This design comes from an exercise in tuning for small area and a short achievable clock period on the open sky130 flow, not from production work.
Function was checked by simulation only, so behaviour that the tests miss may differ from the original.

===== flow/standard.sh =====
#!/bin/bash
# synth_recipe.tcl (not shown) runs the flow's synth.tcl, then flattens the netlist and writes it again
# the make line also repeats each setting of config.mk as NAME=value (left out here)
make -C /OpenROAD-flow-scripts/flow DESIGN_CONFIG=/design/flow/config.mk WORK_HOME=/design/flow/orfs CLKGATE_MAP_FILE= SYNTH_SCRIPT=/design/flow/synth_recipe.tcl "${@:-finish}"

===== flow/design.v =====
module intt4point(
    input clk, rst,
    input [15:0] in0, in1, in2, in3,
    output [15:0] out0, out1, out2, out3
);
  wire [12:0] z0, z1, z2, z3;
  reg [14:0] rs0;
  reg [14:0] rs2;
  reg [12:0] rb;
  reg [12:0] rd;
  wire [12:0] dmz;
  wire [12:0] bmz;
  wire [12:0] g0 = in0[12:0] & {13{~rst}};
  wire [12:0] g1 = in1[12:0] & {13{~rst}};
  wire [12:0] g2 = in2[12:0] & {13{~rst}};
  wire [12:0] g3 = in3[12:0] & {13{~rst}};
  wire s1, c2;
  ha_m us1 (.a(g0[0]), .b(g2[0]), .s(s1), .co(c2));
  wire s3, c4;
  fa_m us3 (.a(g0[1]), .b(g2[1]), .c(c2), .s(s3), .co(c4));
  wire s5, c6;
  fa_m us5 (.a(g0[2]), .b(g2[2]), .c(c4), .s(s5), .co(c6));
  wire s7, c8;
  fa_m us7 (.a(g0[3]), .b(g2[3]), .c(c6), .s(s7), .co(c8));
  wire s9, c10;
  fa_m us9 (.a(g0[4]), .b(g2[4]), .c(c8), .s(s9), .co(c10));
  wire s11, c12;
  fa_m us11 (.a(g0[5]), .b(g2[5]), .c(c10), .s(s11), .co(c12));
  wire s13, c14;
  fa_m us13 (.a(g0[6]), .b(g2[6]), .c(c12), .s(s13), .co(c14));
  wire s15, c16;
  fa_m us15 (.a(g0[7]), .b(g2[7]), .c(c14), .s(s15), .co(c16));
  wire s17, c18;
  fa_m us17 (.a(g0[8]), .b(g2[8]), .c(c16), .s(s17), .co(c18));
  wire s19, c20;
  fa_m us19 (.a(g0[9]), .b(g2[9]), .c(c18), .s(s19), .co(c20));
  wire s21, c22;
  fa_m us21 (.a(g0[10]), .b(g2[10]), .c(c20), .s(s21), .co(c22));
  wire s23, c24;
  fa_m us23 (.a(g0[11]), .b(g2[11]), .c(c22), .s(s23), .co(c24));
  wire s25, c26;
  fa_m us25 (.a(g0[12]), .b(g2[12]), .c(c24), .s(s25), .co(c26));
  wire s27, c28;
  ha_m us27 (.a(g1[0]), .b(g3[0]), .s(s27), .co(c28));
  wire s29, c30;
  fa_m us29 (.a(g1[1]), .b(g3[1]), .c(c28), .s(s29), .co(c30));
  wire s31, c32;
  fa_m us31 (.a(g1[2]), .b(g3[2]), .c(c30), .s(s31), .co(c32));
  wire s33, c34;
  fa_m us33 (.a(g1[3]), .b(g3[3]), .c(c32), .s(s33), .co(c34));
  wire s35, c36;
  fa_m us35 (.a(g1[4]), .b(g3[4]), .c(c34), .s(s35), .co(c36));
  wire s37, c38;
  fa_m us37 (.a(g1[5]), .b(g3[5]), .c(c36), .s(s37), .co(c38));
  wire s39, c40;
  fa_m us39 (.a(g1[6]), .b(g3[6]), .c(c38), .s(s39), .co(c40));
  wire s41, c42;
  fa_m us41 (.a(g1[7]), .b(g3[7]), .c(c40), .s(s41), .co(c42));
  wire s43, c44;
  fa_m us43 (.a(g1[8]), .b(g3[8]), .c(c42), .s(s43), .co(c44));
  wire s45, c46;
  fa_m us45 (.a(g1[9]), .b(g3[9]), .c(c44), .s(s45), .co(c46));
  wire s47, c48;
  fa_m us47 (.a(g1[10]), .b(g3[10]), .c(c46), .s(s47), .co(c48));
  wire s49, c50;
  fa_m us49 (.a(g1[11]), .b(g3[11]), .c(c48), .s(s49), .co(c50));
  wire s51, c52;
  fa_m us51 (.a(g1[12]), .b(g3[12]), .c(c50), .s(s51), .co(c52));
  wire i53 = ~g2[0];
  wire s54, c55;
  xn_m us54 (.a(g0[0]), .b(i53), .y(s54));
  or_m uc55 (.a(g0[0]), .b(i53), .y(c55));
  wire i56 = ~g2[1];
  wire s57, c58;
  assign c58 = (g0[1] & i56) | (g0[1] & c55) | (i56 & c55);
  wire i59 = ~g2[2];
  wire s60, c61;
  assign c61 = (g0[2] & i59) | (g0[2] & c58) | (i59 & c58);
  wire i62 = ~g2[3];
  wire s63, c64;
  assign c64 = (g0[3] & i62) | (g0[3] & c61) | (i62 & c61);
  wire i65 = ~g2[4];
  wire s66, c67;
  assign c67 = (g0[4] & i65) | (g0[4] & c64) | (i65 & c64);
  wire i68 = ~g2[5];
  wire s69, c70;
  assign c70 = (g0[5] & i68) | (g0[5] & c67) | (i68 & c67);
  wire i71 = ~g2[6];
  wire s72, c73;
  assign c73 = (g0[6] & i71) | (g0[6] & c70) | (i71 & c70);
  wire i74 = ~g2[7];
  wire s75, c76;
  assign c76 = (g0[7] & i74) | (g0[7] & c73) | (i74 & c73);
  wire i77 = ~g2[8];
  wire s78, c79;
  assign c79 = (g0[8] & i77) | (g0[8] & c76) | (i77 & c76);
  wire i80 = ~g2[9];
  wire s81, c82;
  assign c82 = (g0[9] & i80) | (g0[9] & c79) | (i80 & c79);
  wire i83 = ~g2[10];
  wire s84, c85;
  assign c85 = (g0[10] & i83) | (g0[10] & c82) | (i83 & c82);
  wire i86 = ~g2[11];
  wire s87, c88;
  assign c88 = (g0[11] & i86) | (g0[11] & c85) | (i86 & c85);
  wire i89 = ~g2[12];
  wire s90, c91;
  wire i92 = ~g3[0];
  wire s93, c94;
  xn_m us93 (.a(g1[0]), .b(i92), .y(s93));
  or_m uc94 (.a(g1[0]), .b(i92), .y(c94));
  wire i95 = ~g3[1];
  wire s96, c97;
  assign c97 = (g1[1] & i95) | (g1[1] & c94) | (i95 & c94);
  wire i98 = ~g3[2];
  wire s99, c100;
  assign c100 = (g1[2] & i98) | (g1[2] & c97) | (i98 & c97);
  wire i101 = ~g3[3];
  wire s102, c103;
  assign c103 = (g1[3] & i101) | (g1[3] & c100) | (i101 & c100);
  wire i104 = ~g3[4];
  wire s105, c106;
  assign c106 = (g1[4] & i104) | (g1[4] & c103) | (i104 & c103);
  wire i107 = ~g3[5];
  wire s108, c109;
  assign c109 = (g1[5] & i107) | (g1[5] & c106) | (i107 & c106);
  wire i110 = ~g3[6];
  wire s111, c112;
  assign c112 = (g1[6] & i110) | (g1[6] & c109) | (i110 & c109);
  wire i113 = ~g3[7];
  wire s114, c115;
  assign c115 = (g1[7] & i113) | (g1[7] & c112) | (i113 & c112);
  wire i116 = ~g3[8];
  wire s117, c118;
  assign c118 = (g1[8] & i116) | (g1[8] & c115) | (i116 & c115);
  wire i119 = ~g3[9];
  wire s120, c121;
  assign c121 = (g1[9] & i119) | (g1[9] & c118) | (i119 & c118);
  wire i122 = ~g3[10];
  wire s123, c124;
  assign c124 = (g1[10] & i122) | (g1[10] & c121) | (i122 & c121);
  wire i125 = ~g3[11];
  wire s126, c127;
  assign c127 = (g1[11] & i125) | (g1[11] & c124) | (i125 & c124);
  wire i128 = ~g3[12];
  wire s129, c130;
  wire s131, c132;
  xn_m us131 (.a(g0[0]), .b(i53), .y(s131));
  or_m uc132 (.a(g0[0]), .b(i53), .y(c132));
  wire s133, c134;
  fa_m us133 (.a(g0[1]), .b(i56), .c(c132), .s(s133), .co(c134));
  wire s135, c136;
  fa_m us135 (.a(g0[2]), .b(i59), .c(c134), .s(s135), .co(c136));
  wire s137, c138;
  fa_m us137 (.a(g0[3]), .b(i62), .c(c136), .s(s137), .co(c138));
  wire s139, c140;
  fa_m us139 (.a(g0[4]), .b(i65), .c(c138), .s(s139), .co(c140));
  wire s141, c142;
  fa_m us141 (.a(g0[5]), .b(i68), .c(c140), .s(s141), .co(c142));
  wire s143, c144;
  fa_m us143 (.a(g0[6]), .b(i71), .c(c142), .s(s143), .co(c144));
  wire s145, c146;
  fa_m us145 (.a(g0[7]), .b(i74), .c(c144), .s(s145), .co(c146));
  wire s147, c148;
  fa_m us147 (.a(g0[8]), .b(i77), .c(c146), .s(s147), .co(c148));
  wire s149, c150;
  fa_m us149 (.a(g0[9]), .b(i80), .c(c148), .s(s149), .co(c150));
  wire s151, c152;
  fa_m us151 (.a(g0[10]), .b(i83), .c(c150), .s(s151), .co(c152));
  wire s153, c154;
  fa_m us153 (.a(g0[11]), .b(i86), .c(c152), .s(s153), .co(c154));
  wire s155, c156;
  fa_m us155 (.a(g0[12]), .b(i89), .c(c154), .s(s155), .co(c156));
  wire [12:0] w157 = {s155, s153, s151, s149, s147, s145, s143, s141, s139, s137, s135, s133, s131};
  wire i158 = ~c156;
  assign bmz = i158 ? w157 + 13'd7681 : w157;
  wire s159, c160;
  xn_m us159 (.a(g1[0]), .b(i92), .y(s159));
  or_m uc160 (.a(g1[0]), .b(i92), .y(c160));
  wire s161, c162;
  fa_m us161 (.a(g1[1]), .b(i95), .c(c160), .s(s161), .co(c162));
  wire s163, c164;
  fa_m us163 (.a(g1[2]), .b(i98), .c(c162), .s(s163), .co(c164));
  wire s165, c166;
  fa_m us165 (.a(g1[3]), .b(i101), .c(c164), .s(s165), .co(c166));
  wire s167, c168;
  fa_m us167 (.a(g1[4]), .b(i104), .c(c166), .s(s167), .co(c168));
  wire s169, c170;
  fa_m us169 (.a(g1[5]), .b(i107), .c(c168), .s(s169), .co(c170));
  wire s171, c172;
  fa_m us171 (.a(g1[6]), .b(i110), .c(c170), .s(s171), .co(c172));
  wire s173, c174;
  fa_m us173 (.a(g1[7]), .b(i113), .c(c172), .s(s173), .co(c174));
  wire s175, c176;
  fa_m us175 (.a(g1[8]), .b(i116), .c(c174), .s(s175), .co(c176));
  wire s177, c178;
  fa_m us177 (.a(g1[9]), .b(i119), .c(c176), .s(s177), .co(c178));
  wire s179, c180;
  fa_m us179 (.a(g1[10]), .b(i122), .c(c178), .s(s179), .co(c180));
  wire s181, c182;
  fa_m us181 (.a(g1[11]), .b(i125), .c(c180), .s(s181), .co(c182));
  wire s183, c184;
  fa_m us183 (.a(g1[12]), .b(i128), .c(c182), .s(s183), .co(c184));
  wire [12:0] w185 = {s183, s181, s179, s177, s175, s173, s171, s169, s167, s165, s163, s161, s159};
  wire i186 = ~c184;
  assign dmz = i186 ? w185 + 13'd7681 : w185;
  wire s187, c188;
  ha_m us187 (.a(s1), .b(s27), .s(s187), .co(c188));
  wire s189, c190;
  fa_m us189 (.a(s3), .b(s29), .c(c188), .s(s189), .co(c190));
  wire s191, c192;
  fa_m us191 (.a(s5), .b(s31), .c(c190), .s(s191), .co(c192));
  wire s193, c194;
  fa_m us193 (.a(s7), .b(s33), .c(c192), .s(s193), .co(c194));
  wire s195, c196;
  fa_m us195 (.a(s9), .b(s35), .c(c194), .s(s195), .co(c196));
  wire s197, c198;
  fa_m us197 (.a(s11), .b(s37), .c(c196), .s(s197), .co(c198));
  wire s199, c200;
  fa_m us199 (.a(s13), .b(s39), .c(c198), .s(s199), .co(c200));
  wire s201, c202;
  fa_m us201 (.a(s15), .b(s41), .c(c200), .s(s201), .co(c202));
  wire s203, c204;
  fa_m us203 (.a(s17), .b(s43), .c(c202), .s(s203), .co(c204));
  wire s205, c206;
  fa_m us205 (.a(s19), .b(s45), .c(c204), .s(s205), .co(c206));
  wire s207, c208;
  fa_m us207 (.a(s21), .b(s47), .c(c206), .s(s207), .co(c208));
  wire s209, c210;
  fa_m us209 (.a(s23), .b(s49), .c(c208), .s(s209), .co(c210));
  wire s211, c212;
  fa_m us211 (.a(s25), .b(s51), .c(c210), .s(s211), .co(c212));
  wire s213, c214;
  fa_m us213 (.a(c26), .b(c52), .c(c212), .s(s213), .co(c214));
  wire i215 = ~s27;
  wire s216, c217;
  xn_m us216 (.a(s1), .b(i215), .y(s216));
  or_m uc217 (.a(s1), .b(i215), .y(c217));
  wire i218 = ~s29;
  wire s219, c220;
  fa_m us219 (.a(s3), .b(i218), .c(c217), .s(s219), .co(c220));
  wire i221 = ~s31;
  wire s222, c223;
  fa_m us222 (.a(s5), .b(i221), .c(c220), .s(s222), .co(c223));
  wire i224 = ~s33;
  wire s225, c226;
  fa_m us225 (.a(s7), .b(i224), .c(c223), .s(s225), .co(c226));
  wire i227 = ~s35;
  wire s228, c229;
  fa_m us228 (.a(s9), .b(i227), .c(c226), .s(s228), .co(c229));
  wire i230 = ~s37;
  wire s231, c232;
  fa_m us231 (.a(s11), .b(i230), .c(c229), .s(s231), .co(c232));
  wire i233 = ~s39;
  wire s234, c235;
  fa_m us234 (.a(s13), .b(i233), .c(c232), .s(s234), .co(c235));
  wire i236 = ~s41;
  wire s237, c238;
  fa_m us237 (.a(s15), .b(i236), .c(c235), .s(s237), .co(c238));
  wire i239 = ~s43;
  wire s240, c241;
  fa_m us240 (.a(s17), .b(i239), .c(c238), .s(s240), .co(c241));
  wire i242 = ~s45;
  wire s243, c244;
  fa_m us243 (.a(s19), .b(i242), .c(c241), .s(s243), .co(c244));
  wire i245 = ~s47;
  wire s246, c247;
  fa_m us246 (.a(s21), .b(i245), .c(c244), .s(s246), .co(c247));
  wire i248 = ~s49;
  wire s249, c250;
  fa_m us249 (.a(s23), .b(i248), .c(c247), .s(s249), .co(c250));
  wire i251 = ~s51;
  wire s252, c253;
  fa_m us252 (.a(s25), .b(i251), .c(c250), .s(s252), .co(c253));
  wire i254 = ~c52;
  wire s255, c256;
  fa_m us255 (.a(c26), .b(i254), .c(c253), .s(s255), .co(c256));
  wire [14:0] rs0_d = {c214, s213, s211, s209, s207, s205, s203, s201, s199, s197, s195, s193, s191, s189, s187};
  wire [14:0] rs2_d = {c256, s255, s252, s249, s246, s243, s240, s237, s234, s231, s228, s225, s222, s219, s216};
  wire [12:0] rb_d = {bmz[12], bmz[11], bmz[10], bmz[9], bmz[8], bmz[7], bmz[6], bmz[5], bmz[4], bmz[3], bmz[2], bmz[1], bmz[0]};
  wire [12:0] rd_d = {dmz[12], dmz[11], dmz[10], dmz[9], dmz[8], dmz[7], dmz[6], dmz[5], dmz[4], dmz[3], dmz[2], dmz[1], dmz[0]};
  wire i257 = ~rs0[1];
  wire s258, c259;
  ha_m us258 (.a(i257), .b(rs0[14]), .s(s258), .co(c259));
  wire s260, c261;
  ha_m us260 (.a(rs0[0]), .b(rs0[9]), .s(s260), .co(c261));
  wire s262, c263;
  fa_m us262 (.a(rs0[1]), .b(rs0[10]), .c(c261), .s(s262), .co(c263));
  wire s264, c265;
  ha_m us264 (.a(rs0[11]), .b(c263), .s(s264), .co(c265));
  wire s266, c267;
  ha_m us266 (.a(rs0[12]), .b(c265), .s(s266), .co(c267));
  wire s268, c269;
  fa_m us268 (.a(rs0[13]), .b(rs0[0]), .c(c267), .s(s268), .co(c269));
  wire i270 = ~rs0[0];
  wire s271, c272;
  fa_m us271 (.a(i270), .b(s258), .c(c269), .s(s271), .co(c272));
  wire s273, c274;
  xn_m us273 (.a(c259), .b(c272), .y(s273));
  or_m uc274 (.a(c259), .b(c272), .y(c274));
  wire [12:0] w275 = {s271, s268, s266, s264, s262, s260, rs0[8], rs0[7], rs0[6], rs0[5], rs0[4], rs0[3], rs0[2]};
  assign z0 = s273 ? w275 + 13'd7681 : w275;
  wire i276 = ~rs2[1];
  wire s277, c278;
  xn_m us277 (.a(i276), .b(rs2[14]), .y(s277));
  or_m uc278 (.a(i276), .b(rs2[14]), .y(c278));
  wire i279 = ~rs2[7];
  wire s280, c281;
  ha_m us280 (.a(i279), .b(rs2[5]), .s(s280), .co(c281));
  wire s282, c283;
  ha_m us282 (.a(rs2[2]), .b(rs2[8]), .s(s282), .co(c283));
  wire s284, c285;
  fa_m us284 (.a(rs2[6]), .b(c281), .c(c278), .s(s284), .co(c285));
  wire s286, c287;
  fa_m us286 (.a(rs2[3]), .b(rs2[9]), .c(rs2[0]), .s(s286), .co(c287));
  wire s288, c289;
  fa_m us288 (.a(i279), .b(c283), .c(s286), .s(s288), .co(c289));
  wire s290, c291;
  fa_m us290 (.a(rs2[4]), .b(rs2[10]), .c(rs2[1]), .s(s290), .co(c291));
  wire s292, c293;
  fa_m us292 (.a(c287), .b(s290), .c(c289), .s(s292), .co(c293));
  wire s294, c295;
  fa_m us294 (.a(rs2[2]), .b(rs2[5]), .c(rs2[11]), .s(s294), .co(c295));
  wire i296 = ~c291;
  wire s297, c298;
  fa_m us297 (.a(rs2[0]), .b(rs2[9]), .c(i296), .s(s297), .co(c298));
  wire i299 = ~s294;
  wire s300, c301;
  ha_m us300 (.a(i299), .b(s297), .s(s300), .co(c301));
  wire s302, c303;
  fa_m us302 (.a(rs2[3]), .b(rs2[6]), .c(rs2[12]), .s(s302), .co(c303));
  wire s304, c305;
  fa_m us304 (.a(rs2[1]), .b(rs2[10]), .c(c298), .s(s304), .co(c305));
  wire i306 = ~c301;
  wire s307, c308;
  fa_m us307 (.a(c295), .b(s302), .c(i306), .s(s307), .co(c308));
  wire s309, c310;
  fa_m us309 (.a(rs2[2]), .b(rs2[11]), .c(rs2[0]), .s(s309), .co(c310));
  wire s311, c312;
  fa_m us311 (.a(rs2[4]), .b(rs2[7]), .c(rs2[13]), .s(s311), .co(c312));
  wire i313 = ~s309;
  wire s314, c315;
  fa_m us314 (.a(c303), .b(i313), .c(s311), .s(s314), .co(c315));
  wire i316 = ~s314;
  wire s317, c318;
  ha_m us317 (.a(i316), .b(c305), .s(s317), .co(c318));
  wire s319, c320;
  xn_m us319 (.a(rs2[3]), .b(rs2[12]), .y(s319));
  or_m uc320 (.a(rs2[3]), .b(rs2[12]), .y(c320));
  wire s321, c322;
  fa_m us321 (.a(rs2[5]), .b(rs2[8]), .c(rs2[14]), .s(s321), .co(c322));
  wire s323, c324;
  fa_m us323 (.a(rs2[1]), .b(c310), .c(s319), .s(s323), .co(c324));
  wire s325, c326;
  fa_m us325 (.a(c312), .b(s321), .c(c315), .s(s325), .co(c326));
  wire i327 = ~s325;
  wire s328, c329;
  ha_m us328 (.a(s323), .b(i327), .s(s328), .co(c329));
  wire s330, c331;
  ha_m us330 (.a(rs2[0]), .b(rs2[9]), .s(s330), .co(c331));
  wire s332, c333;
  fa_m us332 (.a(rs2[2]), .b(rs2[4]), .c(rs2[13]), .s(s332), .co(c333));
  wire s334, c335;
  fa_m us334 (.a(rs2[0]), .b(rs2[6]), .c(c322), .s(s334), .co(c335));
  wire s336, c337;
  fa_m us336 (.a(c320), .b(s332), .c(c324), .s(s336), .co(c337));
  wire s338, c339;
  fa_m us338 (.a(s330), .b(s334), .c(c326), .s(s338), .co(c339));
  wire s340, c341;
  ha_m us340 (.a(s336), .b(c329), .s(s340), .co(c341));
  wire s342, c343;
  fa_m us342 (.a(rs2[1]), .b(rs2[10]), .c(c331), .s(s342), .co(c343));
  wire s344, c345;
  fa_m us344 (.a(rs2[3]), .b(c333), .c(c337), .s(s344), .co(c345));
  wire s346, c347;
  fa_m us346 (.a(c335), .b(s342), .c(c339), .s(s346), .co(c347));
  wire s348, c349;
  ha_m us348 (.a(s344), .b(c341), .s(s348), .co(c349));
  wire i350 = ~rs2[4];
  wire s351, c352;
  fa_m us351 (.a(rs2[2]), .b(rs2[11]), .c(i350), .s(s351), .co(c352));
  wire s353, c354;
  fa_m us353 (.a(s351), .b(c343), .c(c347), .s(s353), .co(c354));
  wire s355, c356;
  ha_m us355 (.a(c345), .b(c349), .s(s355), .co(c356));
  wire s357, c358;
  fa_m us357 (.a(rs2[3]), .b(rs2[12]), .c(c352), .s(s357), .co(c358));
  wire i359 = ~s357;
  wire s360, c361;
  fa_m us360 (.a(rs2[5]), .b(i359), .c(c356), .s(s360), .co(c361));
  wire i362 = ~rs2[0];
  wire s363, c364;
  fa_m us363 (.a(i362), .b(rs2[4]), .c(rs2[13]), .s(s363), .co(c364));
  wire i365 = ~rs2[6];
  wire s366, c367;
  fa_m us366 (.a(i365), .b(s363), .c(c358), .s(s366), .co(c367));
  wire s368, c369;
  ha_m us368 (.a(s277), .b(s280), .s(s368), .co(c369));
  wire i370 = ~s282;
  wire s371, c372;
  fa_m us371 (.a(i370), .b(s284), .c(c369), .s(s371), .co(c372));
  wire i373 = ~s288;
  wire s374, c375;
  fa_m us374 (.a(c285), .b(i373), .c(c372), .s(s374), .co(c375));
  wire i376 = ~s292;
  wire s377, c378;
  fa_m us377 (.a(rs2[8]), .b(i376), .c(c375), .s(s377), .co(c378));
  wire i379 = ~c293;
  wire s380, c381;
  fa_m us380 (.a(i379), .b(s300), .c(c378), .s(s380), .co(c381));
  wire i382 = ~s307;
  wire s383, c384;
  xn_m us383 (.a(s304), .b(i382), .y(s383));
  or_m uc384 (.a(s304), .b(i382), .y(c384));
  wire i385 = ~c308;
  wire s386, c387;
  ha_m us386 (.a(i385), .b(s317), .s(s386), .co(c387));
  wire s388, c389;
  ha_m us388 (.a(c318), .b(s328), .s(s388), .co(c389));
  wire i390 = ~s338;
  wire s391, c392;
  ha_m us391 (.a(i390), .b(s340), .s(s391), .co(c392));
  wire s393, c394;
  fa_m us393 (.a(s368), .b(s348), .c(c392), .s(s393), .co(c394));
  wire s395, c396;
  fa_m us395 (.a(s371), .b(s355), .c(c394), .s(s395), .co(c396));
  wire s397, c398;
  fa_m us397 (.a(s374), .b(s360), .c(c396), .s(s397), .co(c398));
  wire s399, c400;
  fa_m us399 (.a(s377), .b(c361), .c(c398), .s(s399), .co(c400));
  wire s401, c402;
  ha_m us401 (.a(c364), .b(s368), .s(s401), .co(c402));
  wire i403 = ~s380;
  wire s404, c405;
  fa_m us404 (.a(s401), .b(c367), .c(i403), .s(s404), .co(c405));
  wire s406, c407;
  ha_m us406 (.a(c402), .b(s371), .s(s406), .co(c407));
  wire s408, c409;
  ha_m us408 (.a(c381), .b(s383), .s(s408), .co(c409));
  wire s410, c411;
  fa_m us410 (.a(c384), .b(s386), .c(c409), .s(s410), .co(c411));
  wire s412, c413;
  fa_m us412 (.a(c387), .b(s388), .c(c411), .s(s412), .co(c413));
  wire s414, c415;
  fa_m us414 (.a(c389), .b(s391), .c(c413), .s(s414), .co(c415));
  wire i416 = ~s346;
  wire s417, c418;
  fa_m us417 (.a(i416), .b(s393), .c(c415), .s(s417), .co(c418));
  wire i419 = ~s353;
  wire s420, c421;
  fa_m us420 (.a(i419), .b(s395), .c(c418), .s(s420), .co(c421));
  wire i422 = ~c354;
  wire s423, c424;
  fa_m us423 (.a(i422), .b(s397), .c(c421), .s(s423), .co(c424));
  wire i425 = ~s366;
  wire s426, c427;
  fa_m us426 (.a(i425), .b(s399), .c(c424), .s(s426), .co(c427));
  wire i428 = ~s404;
  wire s429, c430;
  fa_m us429 (.a(c400), .b(i428), .c(c427), .s(s429), .co(c430));
  wire i431 = ~c430;
  wire s432, c433;
  fa_m us432 (.a(c405), .b(s406), .c(i431), .s(s432), .co(c433));
  wire s434, c435;
  fa_m us434 (.a(s374), .b(c407), .c(c433), .s(s434), .co(c435));
  wire s436, c437;
  ha_m us436 (.a(s377), .b(c435), .s(s436), .co(c437));
  wire s438, c439;
  ha_m us438 (.a(s380), .b(c437), .s(s438), .co(c439));
  wire i440 = ~s432;
  wire i441 = ~s434;
  wire i442 = ~s436;
  wire i443 = ~s438;
  wire [12:0] w444 = {i443, i442, i441, i440, s429, s426, s423, s420, s417, s414, s412, s410, s408};
  assign z2 = c439 ? w444 + 13'd7681 : w444;
  wire s445, c446;
  ha_m us445 (.a(rb[4]), .b(rb[0]), .s(s445), .co(c446));
  wire s447, c448;
  fa_m us447 (.a(rb[5]), .b(rb[1]), .c(c446), .s(s447), .co(c448));
  wire s449, c450;
  ha_m us449 (.a(rb[6]), .b(rb[2]), .s(s449), .co(c450));
  wire s451, c452;
  fa_m us451 (.a(rb[0]), .b(s449), .c(c448), .s(s451), .co(c452));
  wire s453, c454;
  fa_m us453 (.a(rb[7]), .b(rb[3]), .c(rb[1]), .s(s453), .co(c454));
  wire i455 = ~c450;
  wire s456, c457;
  fa_m us456 (.a(rd[9]), .b(rd[0]), .c(i455), .s(s456), .co(c457));
  wire i458 = ~s453;
  wire s459, c460;
  ha_m us459 (.a(i458), .b(s456), .s(s459), .co(c460));
  wire s461, c462;
  fa_m us461 (.a(rb[8]), .b(rb[4]), .c(rb[2]), .s(s461), .co(c462));
  wire s463, c464;
  fa_m us463 (.a(rd[10]), .b(rd[1]), .c(c457), .s(s463), .co(c464));
  wire i465 = ~c460;
  wire s466, c467;
  fa_m us466 (.a(c454), .b(s461), .c(i465), .s(s466), .co(c467));
  wire s468, c469;
  fa_m us468 (.a(rb[0]), .b(rb[9]), .c(rb[5]), .s(s468), .co(c469));
  wire s470, c471;
  fa_m us470 (.a(rb[3]), .b(rd[0]), .c(c462), .s(s470), .co(c471));
  wire s472, c473;
  fa_m us472 (.a(rd[2]), .b(rd[11]), .c(c464), .s(s472), .co(c473));
  wire s474, c475;
  fa_m us474 (.a(s468), .b(s470), .c(c467), .s(s474), .co(c475));
  wire s476, c477;
  fa_m us476 (.a(rb[1]), .b(rb[10]), .c(rb[6]), .s(s476), .co(c477));
  wire s478, c479;
  fa_m us478 (.a(rb[4]), .b(rb[0]), .c(rd[1]), .s(s478), .co(c479));
  wire s480, c481;
  fa_m us480 (.a(c469), .b(s476), .c(s478), .s(s480), .co(c481));
  wire i482 = ~c471;
  wire s483, c484;
  fa_m us483 (.a(rd[3]), .b(rd[12]), .c(i482), .s(s483), .co(c484));
  wire i485 = ~s480;
  wire s486, c487;
  fa_m us486 (.a(i485), .b(s483), .c(c473), .s(s486), .co(c487));
  wire s488, c489;
  fa_m us488 (.a(rb[2]), .b(rb[11]), .c(rb[7]), .s(s488), .co(c489));
  wire s490, c491;
  fa_m us490 (.a(rb[5]), .b(rb[1]), .c(rd[2]), .s(s490), .co(c491));
  wire s492, c493;
  fa_m us492 (.a(rd[0]), .b(c477), .c(c479), .s(s492), .co(c493));
  wire s494, c495;
  fa_m us494 (.a(s488), .b(s490), .c(c481), .s(s494), .co(c495));
  wire i496 = ~s492;
  wire s497, c498;
  fa_m us497 (.a(rd[4]), .b(i496), .c(c484), .s(s497), .co(c498));
  wire i499 = ~s494;
  wire s500, c501;
  ha_m us500 (.a(i499), .b(s497), .s(s500), .co(c501));
  wire s502, c503;
  ha_m us502 (.a(rb[12]), .b(rb[8]), .s(s502), .co(c503));
  wire s504, c505;
  fa_m us504 (.a(rb[6]), .b(rb[2]), .c(rd[3]), .s(s504), .co(c505));
  wire s506, c507;
  fa_m us506 (.a(rd[1]), .b(c489), .c(c491), .s(s506), .co(c507));
  wire s508, c509;
  fa_m us508 (.a(s502), .b(s504), .c(c493), .s(s508), .co(c509));
  wire s510, c511;
  fa_m us510 (.a(s506), .b(c495), .c(s508), .s(s510), .co(c511));
  wire i512 = ~s510;
  wire s513, c514;
  ha_m us513 (.a(c498), .b(i512), .s(s513), .co(c514));
  wire i515 = ~rd[2];
  wire s516, c517;
  xn_m us516 (.a(rb[0]), .b(i515), .y(s516));
  or_m uc517 (.a(rb[0]), .b(i515), .y(c517));
  wire s518, c519;
  fa_m us518 (.a(rb[9]), .b(rb[7]), .c(rb[3]), .s(s518), .co(c519));
  wire s520, c521;
  fa_m us520 (.a(rd[4]), .b(c503), .c(c505), .s(s520), .co(c521));
  wire s522, c523;
  fa_m us522 (.a(s518), .b(c507), .c(s520), .s(s522), .co(c523));
  wire s524, c525;
  fa_m us524 (.a(c509), .b(s522), .c(c511), .s(s524), .co(c525));
  wire s526, c527;
  ha_m us526 (.a(s516), .b(c514), .s(s526), .co(c527));
  wire i528 = ~rd[3];
  wire s529, c530;
  xn_m us529 (.a(rb[1]), .b(i528), .y(s529));
  or_m uc530 (.a(rb[1]), .b(i528), .y(c530));
  wire s531, c532;
  fa_m us531 (.a(rb[10]), .b(rb[8]), .c(rb[4]), .s(s531), .co(c532));
  wire s533, c534;
  fa_m us533 (.a(rd[5]), .b(c519), .c(s531), .s(s533), .co(c534));
  wire s535, c536;
  fa_m us535 (.a(c521), .b(s533), .c(c523), .s(s535), .co(c536));
  wire s537, c538;
  fa_m us537 (.a(c517), .b(s529), .c(c527), .s(s537), .co(c538));
  wire s539, c540;
  xn_m us539 (.a(s535), .b(c525), .y(s539));
  or_m uc540 (.a(s535), .b(c525), .y(c540));
  wire i541 = ~rd[4];
  wire s542, c543;
  xn_m us542 (.a(rb[2]), .b(i541), .y(s542));
  or_m uc543 (.a(rb[2]), .b(i541), .y(c543));
  wire s544, c545;
  fa_m us544 (.a(rb[11]), .b(rb[9]), .c(rb[5]), .s(s544), .co(c545));
  wire s546, c547;
  fa_m us546 (.a(rd[6]), .b(c532), .c(s544), .s(s546), .co(c547));
  wire i548 = ~c534;
  wire s549, c550;
  fa_m us549 (.a(c530), .b(s542), .c(i548), .s(s549), .co(c550));
  wire s551, c552;
  fa_m us551 (.a(s546), .b(c536), .c(c540), .s(s551), .co(c552));
  wire s553, c554;
  ha_m us553 (.a(s549), .b(c538), .s(s553), .co(c554));
  wire s555, c556;
  ha_m us555 (.a(rb[12]), .b(rb[10]), .s(s555), .co(c556));
  wire s557, c558;
  fa_m us557 (.a(rb[6]), .b(rd[7]), .c(c545), .s(s557), .co(c558));
  wire s559, c560;
  fa_m us559 (.a(s555), .b(c547), .c(s557), .s(s559), .co(c560));
  wire i561 = ~s559;
  wire s562, c563;
  fa_m us562 (.a(c543), .b(c550), .c(i561), .s(s562), .co(c563));
  wire i564 = ~c552;
  wire s565, c566;
  ha_m us565 (.a(s562), .b(i564), .s(s565), .co(c566));
  wire s567, c568;
  ha_m us567 (.a(rb[11]), .b(rb[7]), .s(s567), .co(c568));
  wire s569, c570;
  fa_m us569 (.a(rd[8]), .b(c556), .c(s567), .s(s569), .co(c570));
  wire s571, c572;
  fa_m us571 (.a(c558), .b(s569), .c(c560), .s(s571), .co(c572));
  wire i573 = ~s571;
  wire s574, c575;
  ha_m us574 (.a(i573), .b(c563), .s(s574), .co(c575));
  wire s576, c577;
  fa_m us576 (.a(rb[12]), .b(rb[8]), .c(rd[9]), .s(s576), .co(c577));
  wire s578, c579;
  fa_m us578 (.a(c568), .b(s576), .c(c570), .s(s578), .co(c579));
  wire s580, c581;
  xn_m us580 (.a(s578), .b(c572), .y(s580));
  or_m uc581 (.a(s578), .b(c572), .y(c581));
  wire s582, c583;
  fa_m us582 (.a(rb[9]), .b(rd[10]), .c(c577), .s(s582), .co(c583));
  wire s584, c585;
  xn_m us584 (.a(s582), .b(c579), .y(s584));
  or_m uc585 (.a(s582), .b(c579), .y(c585));
  wire s586, c587;
  ha_m us586 (.a(rb[10]), .b(rd[11]), .s(s586), .co(c587));
  wire s588, c589;
  xn_m us588 (.a(s586), .b(c583), .y(s588));
  or_m uc589 (.a(s586), .b(c583), .y(c589));
  wire s590, c591;
  ha_m us590 (.a(rb[11]), .b(rd[12]), .s(s590), .co(c591));
  wire s592, c593;
  xn_m us592 (.a(c587), .b(s590), .y(s592));
  or_m uc593 (.a(c587), .b(s590), .y(c593));
  wire s594, c595;
  xn_m us594 (.a(rb[12]), .b(c591), .y(s594));
  or_m uc595 (.a(rb[12]), .b(c591), .y(c595));
  wire i596 = ~rb[3];
  wire s597, c598;
  ha_m us597 (.a(i596), .b(rd[5]), .s(s597), .co(c598));
  wire i599 = ~s445;
  wire s600, c601;
  fa_m us600 (.a(rd[6]), .b(i599), .c(c598), .s(s600), .co(c601));
  wire i602 = ~s447;
  wire s603, c604;
  fa_m us603 (.a(rd[7]), .b(i602), .c(c601), .s(s603), .co(c604));
  wire i605 = ~s451;
  wire s606, c607;
  fa_m us606 (.a(rd[8]), .b(i605), .c(c604), .s(s606), .co(c607));
  wire i608 = ~c452;
  wire s609, c610;
  fa_m us609 (.a(i608), .b(s459), .c(c607), .s(s609), .co(c610));
  wire i611 = ~s466;
  wire s612, c613;
  fa_m us612 (.a(s463), .b(i611), .c(c610), .s(s612), .co(c613));
  wire i614 = ~s474;
  wire s615, c616;
  fa_m us615 (.a(s472), .b(i614), .c(c613), .s(s615), .co(c616));
  wire i617 = ~c475;
  wire s618, c619;
  fa_m us618 (.a(i617), .b(s486), .c(c616), .s(s618), .co(c619));
  wire s620, c621;
  xn_m us620 (.a(s500), .b(c487), .y(s620));
  or_m uc621 (.a(s500), .b(c487), .y(c621));
  wire s622, c623;
  fa_m us622 (.a(s597), .b(c501), .c(s513), .s(s622), .co(c623));
  wire s624, c625;
  fa_m us624 (.a(s600), .b(s526), .c(c623), .s(s624), .co(c625));
  wire s626, c627;
  fa_m us626 (.a(s603), .b(s537), .c(c625), .s(s626), .co(c627));
  wire s628, c629;
  fa_m us628 (.a(s606), .b(s553), .c(c627), .s(s628), .co(c629));
  wire i630 = ~s597;
  wire s631, c632;
  xn_m us631 (.a(i630), .b(s609), .y(s631));
  or_m uc632 (.a(i630), .b(s609), .y(c632));
  wire s633, c634;
  fa_m us633 (.a(s631), .b(c554), .c(s565), .s(s633), .co(c634));
  wire s635, c636;
  fa_m us635 (.a(s574), .b(s612), .c(c632), .s(s635), .co(c636));
  wire s637, c638;
  fa_m us637 (.a(c566), .b(s635), .c(c634), .s(s637), .co(c638));
  wire i639 = ~c575;
  wire s640, c641;
  fa_m us640 (.a(s603), .b(s580), .c(i639), .s(s640), .co(c641));
  wire i642 = ~s640;
  wire s643, c644;
  fa_m us643 (.a(i642), .b(s615), .c(c636), .s(s643), .co(c644));
  wire s645, c646;
  fa_m us645 (.a(s584), .b(s606), .c(c581), .s(s645), .co(c646));
  wire i647 = ~s618;
  wire s648, c649;
  fa_m us648 (.a(c641), .b(s645), .c(i647), .s(s648), .co(c649));
  wire s650, c651;
  ha_m us650 (.a(s588), .b(c585), .s(s650), .co(c651));
  wire s652, c653;
  fa_m us652 (.a(s650), .b(s609), .c(c646), .s(s652), .co(c653));
  wire s654, c655;
  ha_m us654 (.a(s592), .b(c589), .s(s654), .co(c655));
  wire s656, c657;
  fa_m us656 (.a(s654), .b(c651), .c(s612), .s(s656), .co(c657));
  wire s658, c659;
  ha_m us658 (.a(c593), .b(s594), .s(s658), .co(c659));
  wire s660, c661;
  fa_m us660 (.a(s658), .b(c655), .c(s615), .s(s660), .co(c661));
  wire s662, c663;
  ha_m us662 (.a(c595), .b(c659), .s(s662), .co(c663));
  wire s664, c665;
  xn_m us664 (.a(s662), .b(s618), .y(s664));
  or_m uc665 (.a(s662), .b(s618), .y(c665));
  wire s666, c667;
  ha_m us666 (.a(c619), .b(s620), .s(s666), .co(c667));
  wire s668, c669;
  fa_m us668 (.a(c621), .b(s622), .c(c667), .s(s668), .co(c669));
  wire i670 = ~s524;
  wire s671, c672;
  fa_m us671 (.a(i670), .b(s624), .c(c669), .s(s671), .co(c672));
  wire i673 = ~s539;
  wire s674, c675;
  fa_m us674 (.a(i673), .b(s626), .c(c672), .s(s674), .co(c675));
  wire i676 = ~s551;
  wire s677, c678;
  fa_m us677 (.a(i676), .b(s628), .c(c675), .s(s677), .co(c678));
  wire s679, c680;
  fa_m us679 (.a(c629), .b(s633), .c(c678), .s(s679), .co(c680));
  wire i681 = ~s600;
  wire s682, c683;
  fa_m us682 (.a(i681), .b(s637), .c(c680), .s(s682), .co(c683));
  wire s684, c685;
  fa_m us684 (.a(c638), .b(s643), .c(c683), .s(s684), .co(c685));
  wire i686 = ~s648;
  wire s687, c688;
  fa_m us687 (.a(c644), .b(i686), .c(c685), .s(s687), .co(c688));
  wire i689 = ~c688;
  wire s690, c691;
  fa_m us690 (.a(c649), .b(s652), .c(i689), .s(s690), .co(c691));
  wire s692, c693;
  fa_m us692 (.a(c653), .b(s656), .c(c691), .s(s692), .co(c693));
  wire s694, c695;
  fa_m us694 (.a(c657), .b(s660), .c(c693), .s(s694), .co(c695));
  wire s696, c697;
  fa_m us696 (.a(c661), .b(s664), .c(c695), .s(s696), .co(c697));
  wire s698, c699;
  assign s698 = c663 ^ c665 ^ c697;
  wire i700 = ~s690;
  wire i701 = ~s692;
  wire i702 = ~s694;
  wire i703 = ~s696;
  wire [12:0] w704 = {i703, i702, i701, i700, s687, s684, s682, s679, s677, s674, s671, s668, s666};
  wire i705 = ~s698;
  assign z1 = i705 ? w704 + 13'd7681 : w704;
  wire s706, c707;
  xn_m us706 (.a(rb[6]), .b(i541), .y(s706));
  or_m uc707 (.a(rb[6]), .b(i541), .y(c707));
  wire i708 = ~rb[7];
  wire s709, c710;
  fa_m us709 (.a(i708), .b(rd[5]), .c(rd[1]), .s(s709), .co(c710));
  wire i711 = ~rd[6];
  wire s712, c713;
  xn_m us712 (.a(rb[8]), .b(i711), .y(s712));
  or_m uc713 (.a(rb[8]), .b(i711), .y(c713));
  wire s714, c715;
  fa_m us714 (.a(rd[2]), .b(rd[0]), .c(c710), .s(s714), .co(c715));
  wire s716, c717;
  fa_m us716 (.a(rd[7]), .b(rd[3]), .c(rd[1]), .s(s716), .co(c717));
  wire s718, c719;
  fa_m us718 (.a(rb[0]), .b(rb[9]), .c(c713), .s(s718), .co(c719));
  wire s720, c721;
  xn_m us720 (.a(s716), .b(c715), .y(s720));
  or_m uc721 (.a(s716), .b(c715), .y(c721));
  wire s722, c723;
  fa_m us722 (.a(rd[8]), .b(rd[4]), .c(rd[2]), .s(s722), .co(c723));
  wire s724, c725;
  fa_m us724 (.a(rb[1]), .b(rb[10]), .c(c719), .s(s724), .co(c725));
  wire s726, c727;
  fa_m us726 (.a(c717), .b(s722), .c(c721), .s(s726), .co(c727));
  wire s728, c729;
  fa_m us728 (.a(rd[0]), .b(rb[0]), .c(rd[9]), .s(s728), .co(c729));
  wire s730, c731;
  fa_m us730 (.a(rd[5]), .b(rd[3]), .c(c723), .s(s730), .co(c731));
  wire s732, c733;
  fa_m us732 (.a(rb[2]), .b(rb[11]), .c(c725), .s(s732), .co(c733));
  wire s734, c735;
  fa_m us734 (.a(s728), .b(s730), .c(c727), .s(s734), .co(c735));
  wire s736, c737;
  fa_m us736 (.a(rd[1]), .b(rb[1]), .c(rd[10]), .s(s736), .co(c737));
  wire s738, c739;
  fa_m us738 (.a(rd[6]), .b(rd[4]), .c(rd[0]), .s(s738), .co(c739));
  wire s740, c741;
  fa_m us740 (.a(c729), .b(s736), .c(s738), .s(s740), .co(c741));
  wire i742 = ~c731;
  wire s743, c744;
  fa_m us743 (.a(rb[3]), .b(rb[12]), .c(i742), .s(s743), .co(c744));
  wire i745 = ~s740;
  wire s746, c747;
  fa_m us746 (.a(i745), .b(s743), .c(c733), .s(s746), .co(c747));
  wire s748, c749;
  fa_m us748 (.a(rb[0]), .b(rb[2]), .c(rd[11]), .s(s748), .co(c749));
  wire s750, c751;
  fa_m us750 (.a(rd[7]), .b(rd[5]), .c(rd[1]), .s(s750), .co(c751));
  wire s752, c753;
  fa_m us752 (.a(rd[2]), .b(c737), .c(c739), .s(s752), .co(c753));
  wire s754, c755;
  fa_m us754 (.a(s748), .b(s750), .c(c741), .s(s754), .co(c755));
  wire i756 = ~s752;
  wire s757, c758;
  fa_m us757 (.a(rb[4]), .b(i756), .c(c744), .s(s757), .co(c758));
  wire i759 = ~s754;
  wire s760, c761;
  ha_m us760 (.a(i759), .b(s757), .s(s760), .co(c761));
  wire s762, c763;
  ha_m us762 (.a(rb[1]), .b(rb[3]), .s(s762), .co(c763));
  wire s764, c765;
  fa_m us764 (.a(rd[12]), .b(rd[8]), .c(rd[6]), .s(s764), .co(c765));
  wire s766, c767;
  fa_m us766 (.a(rd[2]), .b(c749), .c(c751), .s(s766), .co(c767));
  wire s768, c769;
  fa_m us768 (.a(s762), .b(s764), .c(c753), .s(s768), .co(c769));
  wire s770, c771;
  fa_m us770 (.a(s766), .b(c755), .c(s768), .s(s770), .co(c771));
  wire i772 = ~s770;
  wire s773, c774;
  ha_m us773 (.a(c758), .b(i772), .s(s773), .co(c774));
  wire i775 = ~rb[2];
  wire s776, c777;
  xn_m us776 (.a(i775), .b(rd[0]), .y(s776));
  or_m uc777 (.a(i775), .b(rd[0]), .y(c777));
  wire s778, c779;
  fa_m us778 (.a(rb[4]), .b(rd[9]), .c(rd[7]), .s(s778), .co(c779));
  wire s780, c781;
  fa_m us780 (.a(rd[3]), .b(c763), .c(c765), .s(s780), .co(c781));
  wire s782, c783;
  fa_m us782 (.a(s778), .b(c767), .c(s780), .s(s782), .co(c783));
  wire s784, c785;
  fa_m us784 (.a(c769), .b(s782), .c(c771), .s(s784), .co(c785));
  wire s786, c787;
  ha_m us786 (.a(s776), .b(c774), .s(s786), .co(c787));
  wire s788, c789;
  xn_m us788 (.a(i596), .b(rd[1]), .y(s788));
  or_m uc789 (.a(i596), .b(rd[1]), .y(c789));
  wire s790, c791;
  fa_m us790 (.a(rb[5]), .b(rd[10]), .c(rd[8]), .s(s790), .co(c791));
  wire s792, c793;
  fa_m us792 (.a(rd[4]), .b(c779), .c(s790), .s(s792), .co(c793));
  wire s794, c795;
  fa_m us794 (.a(c781), .b(s792), .c(c783), .s(s794), .co(c795));
  wire s796, c797;
  fa_m us796 (.a(c777), .b(s788), .c(c787), .s(s796), .co(c797));
  wire s798, c799;
  xn_m us798 (.a(s794), .b(c785), .y(s798));
  or_m uc799 (.a(s794), .b(c785), .y(c799));
  wire i800 = ~rb[4];
  wire s801, c802;
  xn_m us801 (.a(i800), .b(rd[2]), .y(s801));
  or_m uc802 (.a(i800), .b(rd[2]), .y(c802));
  wire s803, c804;
  fa_m us803 (.a(rb[6]), .b(rd[11]), .c(rd[9]), .s(s803), .co(c804));
  wire s805, c806;
  fa_m us805 (.a(rd[5]), .b(c791), .c(s803), .s(s805), .co(c806));
  wire i807 = ~c793;
  wire s808, c809;
  fa_m us808 (.a(c789), .b(s801), .c(i807), .s(s808), .co(c809));
  wire s810, c811;
  fa_m us810 (.a(s805), .b(c795), .c(c799), .s(s810), .co(c811));
  wire s812, c813;
  ha_m us812 (.a(s808), .b(c797), .s(s812), .co(c813));
  wire s814, c815;
  ha_m us814 (.a(rb[7]), .b(rd[12]), .s(s814), .co(c815));
  wire s816, c817;
  fa_m us816 (.a(rd[10]), .b(rd[6]), .c(c804), .s(s816), .co(c817));
  wire s818, c819;
  fa_m us818 (.a(s814), .b(c806), .c(s816), .s(s818), .co(c819));
  wire i820 = ~s818;
  wire s821, c822;
  fa_m us821 (.a(c802), .b(c809), .c(i820), .s(s821), .co(c822));
  wire i823 = ~c811;
  wire s824, c825;
  ha_m us824 (.a(s821), .b(i823), .s(s824), .co(c825));
  wire s826, c827;
  ha_m us826 (.a(rb[8]), .b(rd[11]), .s(s826), .co(c827));
  wire s828, c829;
  fa_m us828 (.a(rd[7]), .b(c815), .c(s826), .s(s828), .co(c829));
  wire s830, c831;
  fa_m us830 (.a(c817), .b(s828), .c(c819), .s(s830), .co(c831));
  wire i832 = ~s830;
  wire s833, c834;
  ha_m us833 (.a(i832), .b(c822), .s(s833), .co(c834));
  wire s835, c836;
  fa_m us835 (.a(rb[9]), .b(rd[12]), .c(rd[8]), .s(s835), .co(c836));
  wire s837, c838;
  fa_m us837 (.a(c827), .b(s835), .c(c829), .s(s837), .co(c838));
  wire s839, c840;
  xn_m us839 (.a(s837), .b(c831), .y(s839));
  or_m uc840 (.a(s837), .b(c831), .y(c840));
  wire s841, c842;
  fa_m us841 (.a(rb[10]), .b(rd[9]), .c(c836), .s(s841), .co(c842));
  wire s843, c844;
  xn_m us843 (.a(s841), .b(c838), .y(s843));
  or_m uc844 (.a(s841), .b(c838), .y(c844));
  wire s845, c846;
  ha_m us845 (.a(rb[11]), .b(rd[10]), .s(s845), .co(c846));
  wire s847, c848;
  xn_m us847 (.a(s845), .b(c842), .y(s847));
  or_m uc848 (.a(s845), .b(c842), .y(c848));
  wire s849, c850;
  ha_m us849 (.a(rb[12]), .b(rd[11]), .s(s849), .co(c850));
  wire s851, c852;
  xn_m us851 (.a(c846), .b(s849), .y(s851));
  or_m uc852 (.a(c846), .b(s849), .y(c852));
  wire s853, c854;
  xn_m us853 (.a(rd[12]), .b(c850), .y(s853));
  or_m uc854 (.a(rd[12]), .b(c850), .y(c854));
  wire s855, c856;
  ha_m us855 (.a(rb[5]), .b(i528), .s(s855), .co(c856));
  wire i857 = ~rd[0];
  wire s858, c859;
  fa_m us858 (.a(i857), .b(s706), .c(c856), .s(s858), .co(c859));
  wire i860 = ~s709;
  wire s861, c862;
  fa_m us861 (.a(c707), .b(i860), .c(c859), .s(s861), .co(c862));
  wire i863 = ~s714;
  wire s864, c865;
  fa_m us864 (.a(s712), .b(i863), .c(c862), .s(s864), .co(c865));
  wire i866 = ~s720;
  wire s867, c868;
  fa_m us867 (.a(s718), .b(i866), .c(c865), .s(s867), .co(c868));
  wire i869 = ~s726;
  wire s870, c871;
  fa_m us870 (.a(s724), .b(i869), .c(c868), .s(s870), .co(c871));
  wire i872 = ~s734;
  wire s873, c874;
  fa_m us873 (.a(s732), .b(i872), .c(c871), .s(s873), .co(c874));
  wire i875 = ~c735;
  wire s876, c877;
  fa_m us876 (.a(i875), .b(s746), .c(c874), .s(s876), .co(c877));
  wire s878, c879;
  xn_m us878 (.a(s760), .b(c747), .y(s878));
  or_m uc879 (.a(s760), .b(c747), .y(c879));
  wire s880, c881;
  fa_m us880 (.a(s855), .b(c761), .c(s773), .s(s880), .co(c881));
  wire s882, c883;
  fa_m us882 (.a(s858), .b(s786), .c(c881), .s(s882), .co(c883));
  wire s884, c885;
  fa_m us884 (.a(s861), .b(s796), .c(c883), .s(s884), .co(c885));
  wire s886, c887;
  fa_m us886 (.a(s864), .b(s812), .c(c885), .s(s886), .co(c887));
  wire i888 = ~s855;
  wire s889, c890;
  xn_m us889 (.a(i888), .b(s867), .y(s889));
  or_m uc890 (.a(i888), .b(s867), .y(c890));
  wire s891, c892;
  fa_m us891 (.a(s889), .b(c813), .c(s824), .s(s891), .co(c892));
  wire s893, c894;
  fa_m us893 (.a(s833), .b(s870), .c(c890), .s(s893), .co(c894));
  wire s895, c896;
  fa_m us895 (.a(c825), .b(s893), .c(c892), .s(s895), .co(c896));
  wire i897 = ~c834;
  wire s898, c899;
  fa_m us898 (.a(s861), .b(s839), .c(i897), .s(s898), .co(c899));
  wire i900 = ~s898;
  wire s901, c902;
  fa_m us901 (.a(i900), .b(s873), .c(c894), .s(s901), .co(c902));
  wire s903, c904;
  fa_m us903 (.a(s843), .b(s864), .c(c840), .s(s903), .co(c904));
  wire i905 = ~s876;
  wire s906, c907;
  fa_m us906 (.a(c899), .b(s903), .c(i905), .s(s906), .co(c907));
  wire s908, c909;
  ha_m us908 (.a(s847), .b(c844), .s(s908), .co(c909));
  wire s910, c911;
  fa_m us910 (.a(s908), .b(s867), .c(c904), .s(s910), .co(c911));
  wire s912, c913;
  ha_m us912 (.a(s851), .b(c848), .s(s912), .co(c913));
  wire s914, c915;
  fa_m us914 (.a(s912), .b(c909), .c(s870), .s(s914), .co(c915));
  wire s916, c917;
  ha_m us916 (.a(c852), .b(s853), .s(s916), .co(c917));
  wire s918, c919;
  fa_m us918 (.a(s916), .b(c913), .c(s873), .s(s918), .co(c919));
  wire s920, c921;
  ha_m us920 (.a(c854), .b(c917), .s(s920), .co(c921));
  wire s922, c923;
  xn_m us922 (.a(s920), .b(s876), .y(s922));
  or_m uc923 (.a(s920), .b(s876), .y(c923));
  wire s924, c925;
  ha_m us924 (.a(c877), .b(s878), .s(s924), .co(c925));
  wire s926, c927;
  fa_m us926 (.a(c879), .b(s880), .c(c925), .s(s926), .co(c927));
  wire i928 = ~s784;
  wire s929, c930;
  fa_m us929 (.a(i928), .b(s882), .c(c927), .s(s929), .co(c930));
  wire i931 = ~s798;
  wire s932, c933;
  fa_m us932 (.a(i931), .b(s884), .c(c930), .s(s932), .co(c933));
  wire i934 = ~s810;
  wire s935, c936;
  fa_m us935 (.a(i934), .b(s886), .c(c933), .s(s935), .co(c936));
  wire s937, c938;
  fa_m us937 (.a(c887), .b(s891), .c(c936), .s(s937), .co(c938));
  wire i939 = ~s858;
  wire s940, c941;
  fa_m us940 (.a(i939), .b(s895), .c(c938), .s(s940), .co(c941));
  wire s942, c943;
  fa_m us942 (.a(c896), .b(s901), .c(c941), .s(s942), .co(c943));
  wire i944 = ~s906;
  wire s945, c946;
  fa_m us945 (.a(c902), .b(i944), .c(c943), .s(s945), .co(c946));
  wire i947 = ~c946;
  wire s948, c949;
  fa_m us948 (.a(c907), .b(s910), .c(i947), .s(s948), .co(c949));
  wire s950, c951;
  fa_m us950 (.a(c911), .b(s914), .c(c949), .s(s950), .co(c951));
  wire s952, c953;
  fa_m us952 (.a(c915), .b(s918), .c(c951), .s(s952), .co(c953));
  wire s954, c955;
  fa_m us954 (.a(c919), .b(s922), .c(c953), .s(s954), .co(c955));
  wire s956, c957;
  assign s956 = c921 ^ c923 ^ c955;
  wire i958 = ~s948;
  wire i959 = ~s950;
  wire i960 = ~s952;
  wire i961 = ~s954;
  wire [12:0] w962 = {i961, i960, i959, i958, s945, s942, s940, s937, s935, s932, s929, s926, s924};
  wire i963 = ~s956;
  assign z3 = i963 ? w962 + 13'd7681 : w962;
  always @(posedge clk) begin
    rs0 <= rs0_d;
    rs2 <= rs2_d;
    rb <= rb_d;
    rd <= rd_d;
  end
  assign out0 = {3'b000, z0};
  assign out1 = {3'b000, z1};
  assign out2 = {3'b000, z2};
  assign out3 = {3'b000, z3};
endmodule
module fa_m(input a, b, c, output s, co);
  assign s = a ^ b ^ c;
  assign co = (a & b) | (a & c) | (b & c);
endmodule
module ha_m(input a, b, output s, co);
  assign s = a ^ b;
  assign co = a & b;
endmodule
module xn_m(input a, b, output y);
  assign y = ~(a ^ b);
endmodule
module or_m(input a, b, output y);
  assign y = a | b;
endmodule

===== flow/config.mk =====
export PLATFORM = sky130hd
export DESIGN_NAME = intt4point
export DESIGN_NICKNAME = intt4point
export VERILOG_FILES = /design/flow/design.v
export SDC_FILE = /design/flow/constraint.sdc
export NUM_CORES = 4
export LEC_CHECK = 0
export CAP_MARGIN = 20
export CORE_MARGIN = 2
export CORE_UTILIZATION = 40
export SLEW_MARGIN = 20
export SYNTH_HIERARCHICAL = 1
export SYNTH_MINIMUM_KEEP_SIZE = 0

===== flow/constraint.sdc =====
create_clock -name core_clock -period 110.0 [get_ports {clk}]
set_input_delay 22.0000 -clock core_clock [delete_from_list [all_inputs] [get_ports {clk}]]
set_output_delay 22.0000 -clock core_clock [all_outputs]
set_load 0.01 [all_outputs]

===== flow/flow/run.sh =====
#!/bin/bash
set -e
export BUFFER_PORTS_ARGS="-buffer_cell sky130_fd_sc_hd__buf_1"
bash standard.sh > standard.log 2>&1

==> metrics.md <==
| Metric | Value |
|---|---|
| Period utilisation layout | `28.4%` |
| # fillers | `2458` |
| Largest net degree at the start of global routing | `53` |
| Crit-path most repeated cell | `fa_1` |
| CTS resizes | `0` |
| Sequential element share of the synthesized area | `around a tenth` |
| Arrival time at the worst endpoint | `9250 ps` |
| Number of diodes | `0` |
| Worst Tran Pin Value | `871 ps` |
| Core Region | `25900 um^2` |
| Crit path max fanout | `7` |
| Vias in the first global route | `between 6000 and 7000` |
| Clk sinks | `56` |
| Clock-pin slew on the worst setup and hold paths | `70 ps` |
| RSZ-0062 raised after global routing | `no` |
| HPWL Detailed | `just under 20 mm` |
| Site row count | `59` |
| WP data required | `88000 ps` |
| Critical path endpoint category | `output port` |
| # DRC | `0` |
| Overflow after GRT | `0` |
| Final min period | `between 30000 and 40000 ps` |
| Max transition margin | `between 40% and 50%` |
| Hold buffer count at CTS | `0` |
| Yosys warns | `7` |
| First-pass GRT wire length | `35.9 mm` |
| DRT antenna net count | `0` |
| CP top delay family | `adder cells` |
| Die area | `27600 um^2` |
| Setup ws final | `78750 ps` |
| Fin. max-slew vios | `0` |
| Starting DRC count in detailed routing | `256` |
| Initial core utilization | `about two fifths` |
| Seq cells post-synth | `between 50 and 60` |
| Post-synth EDFFs | `0` |
| Post-Syn Area | `10500 um^2` |
| Status | `timing/DRC/antenna clean` |
| H-tree levels | `2` |
| Gpl congestion | `0.853` |
| Die Width | `166 um` |
| Startpoint types | `register` |
| Die Y | `166 um` |
| Total GRT Usage | `16.5%` |
| IO Pins | `130` |
| Post-synthesis cell type count | `41` |
| Setup TNS | `0 ps` |
| Final Hold Fails | `0` |
| IO buf count | `105` |
| Place WS | `79030 ps` |
| Share of cells above drive strength 1 | `under 10%` |
| Root Buffer | `clkbuf_16` |
| Hold Path Class | `primary input to register` |
| Syn Inst Count | `881` |
| CTS buffer count | `5` |
| Final #Nets | `1399` |
| Layout area overhead | `8.46%` |
| Crit Path Category | `register to output port` |
| Routed WL per cell | `16.3 um` |
| Initial antenna violation count | `0` |
| WP buf/inv | `3` |
| Routed Wire Length | `between 20 and 25 mm` |
| Post-CTS Setup Bufs | `0` |
| Slowest stage delay, CP | `620 ps` |
| Vias | `6242` |
| Ys async rst share | `0%` |
| Max Freq | `32.0 MHz` |
| CTS tree | `built` |
| Maxcap violations | `0` |
| CTS Buffer Depth | `2` |
| Via density | `4.73` |
| Synth Area per Inst | `11.9 um^2` |
| Final setup vio count | `0` |
| Top FF cell, synth | `dfxtp_1` |
| Slowest cell on the critical path | `dfxtp_1` |
| DR pass1 iterations | `4` |
-- logic make-up after synthesis --
| family | count (synthesis) | share of synthesized area (%) |
|---|---|---|
| fa+ha+maj | 349 | 61.6 |
| simple gates | 200 | 11.2 |
| buf+inv | 154 | 5.95 |
| xor+xnor | 107 | 9.27 |
| flops | 56 | 10.7 |
| compound gates | 8 | 0.595 |
| mux | 6 | 0.643 |
| other cells | 1 | 0.0357 |
-- worst min-delay path, stage by stage --
cell and delay (ps):
buf_1 70, nand2b_1 130, fa_1 210, xor2_1 70
-- metrics by stage --
stage                     utilization, %  hold WS (ps)  cell area [um^2]  instances
final                               44.0         22220             11400       1320
after CTS                           44.0         22240             11400       1320
after global routing                44.0         22270             11400       1320
after floorplan                        -         22380             10600        892
after global placement              43.4         22530             11200       1312
after detailed placement            43.4         22560             11200       1312
-- metal layers --
| metal | wire, um | vias to the layer above | part of all wire [%] | GRT usage (%) |
|---|---|---|---|---|
| met5 | 0 | - | 0 | 0 |
| met4 | 93 | 0 | 0.43 | 1.81 |
| met3 | 1110 | 6 | 5.1 | 2.22 |
| met2 | 10500 | 158 | 49 | 28.2 |
| met1 | 9820 | 3206 | 46 | 23.4 |
| li1 | - | 2872 | - | - |
-- layout make-up --
type | count | area (um^2) | share of cell area [%]
clock inverters | 3 | 27.5 | 0.241
clock buffers | 5 | 125 | 1.10
inverters | 133 | 499 | 4.38
well taps | 335 | 419 | 3.68
repair buffers | 106 | 403 | 3.53
flip-flops and latches | 56 | 1120 | 9.83
multi-input cells | 682 | 8800 | 77.2
-- per-module statistics from Yosys, one instance, submodules excluded --
module      flip-flops and latches  cells inside
ha_m                             0             1
xn_m                             0             1
intt4point                      56           471
or_m                             0             1
fa_m                             0             1
-- cells in the mapped netlist (all sizes together) (2+ instances only) --
library cell	number	area (um^2)
a21oi	2	10.0
and3	10	77.6
and4	2	17.5
buf	14	100
clkbuf	7	26.3
dfxtp	56	1120
fa	281	5630
ha	68	851
inv	133	499
mux2	6	67.6
nand2	26	97.6
nand2b	29	181
nand3	24	130
nand4	13	93.8
nor2	19	71.3
nor2b	30	203
nor3	7	46.3
or2	33	206
or3	3	23.8
or4	2	15.0
xnor2	65	577
xnor3	2	47.6
xor2	40	350
-- path summary, 6_finish.rpt --
path                           from              to  slack (ps)  depth (start not counted)
worst max-delay path  rd[4]$_DFF_P_        out3[11]       78750                         28
worst min-delay path        in3[12]  rd[12]$_DFF_P_       22220                          4
-- registers in the layout, summed over array words and instances (netlist names) --
signal / cells
rb: 13
rd: 13
rs0: 15
rs2: 15
-- cell usage in the layout, fill, tap and decap left out, types with 2 or more instances in the layout --
cell type,instances
nand2_1,26
nor2_1,19
xnor2_1,64
ha_1,68
buf_1,104
mux2_2,5
nor2b_4,2
xnor3_2,2
inv_1,133
nand4_1,11
clkbuf_16,5
xor2_1,40
fa_1,281
and3_4,3
nand3_1,22
a21oi_1,2
or3_1,2
dfxtp_1,56
nor2b_1,28
nor3_1,6
and4_1,2
and3_1,7
nand3_2,2
nand4_2,2
conb_1,12
or2_1,33
or4_1,2
nand2b_1,29

re-timing with driven ports:
No port has a modelled driver above. Below, the same layout with a new extraction and two added sets of constraints. Step 1 sets driving cells, clkbuf_16 on the clock port and buf_2 on the other inputs (assumed; they add their load-dependent delay and slew). Step 2 adds t to the input delays and takes it off the output delays; t is the mean of the earliest and latest rising clock arrival at the registers after step 1. Input paths then give back, and output paths get back, about the clock's delay inside the block. a / b / c = no drivers / after step 1 / after step 2; a / b = the first two.
shift t [ns]: 0.327
slack for setup (ns): 78.747 / 78.710 / 79.037
worst setup path after step 2: register to output
clock arrival spread, ns: 0.011 / 0.012
cell pins on the clock port's net: 1
After both steps this run still meets setup and hold. The setup slack of this run moves by -0.037 ns with the drivers and by +0.290 ns with both steps.
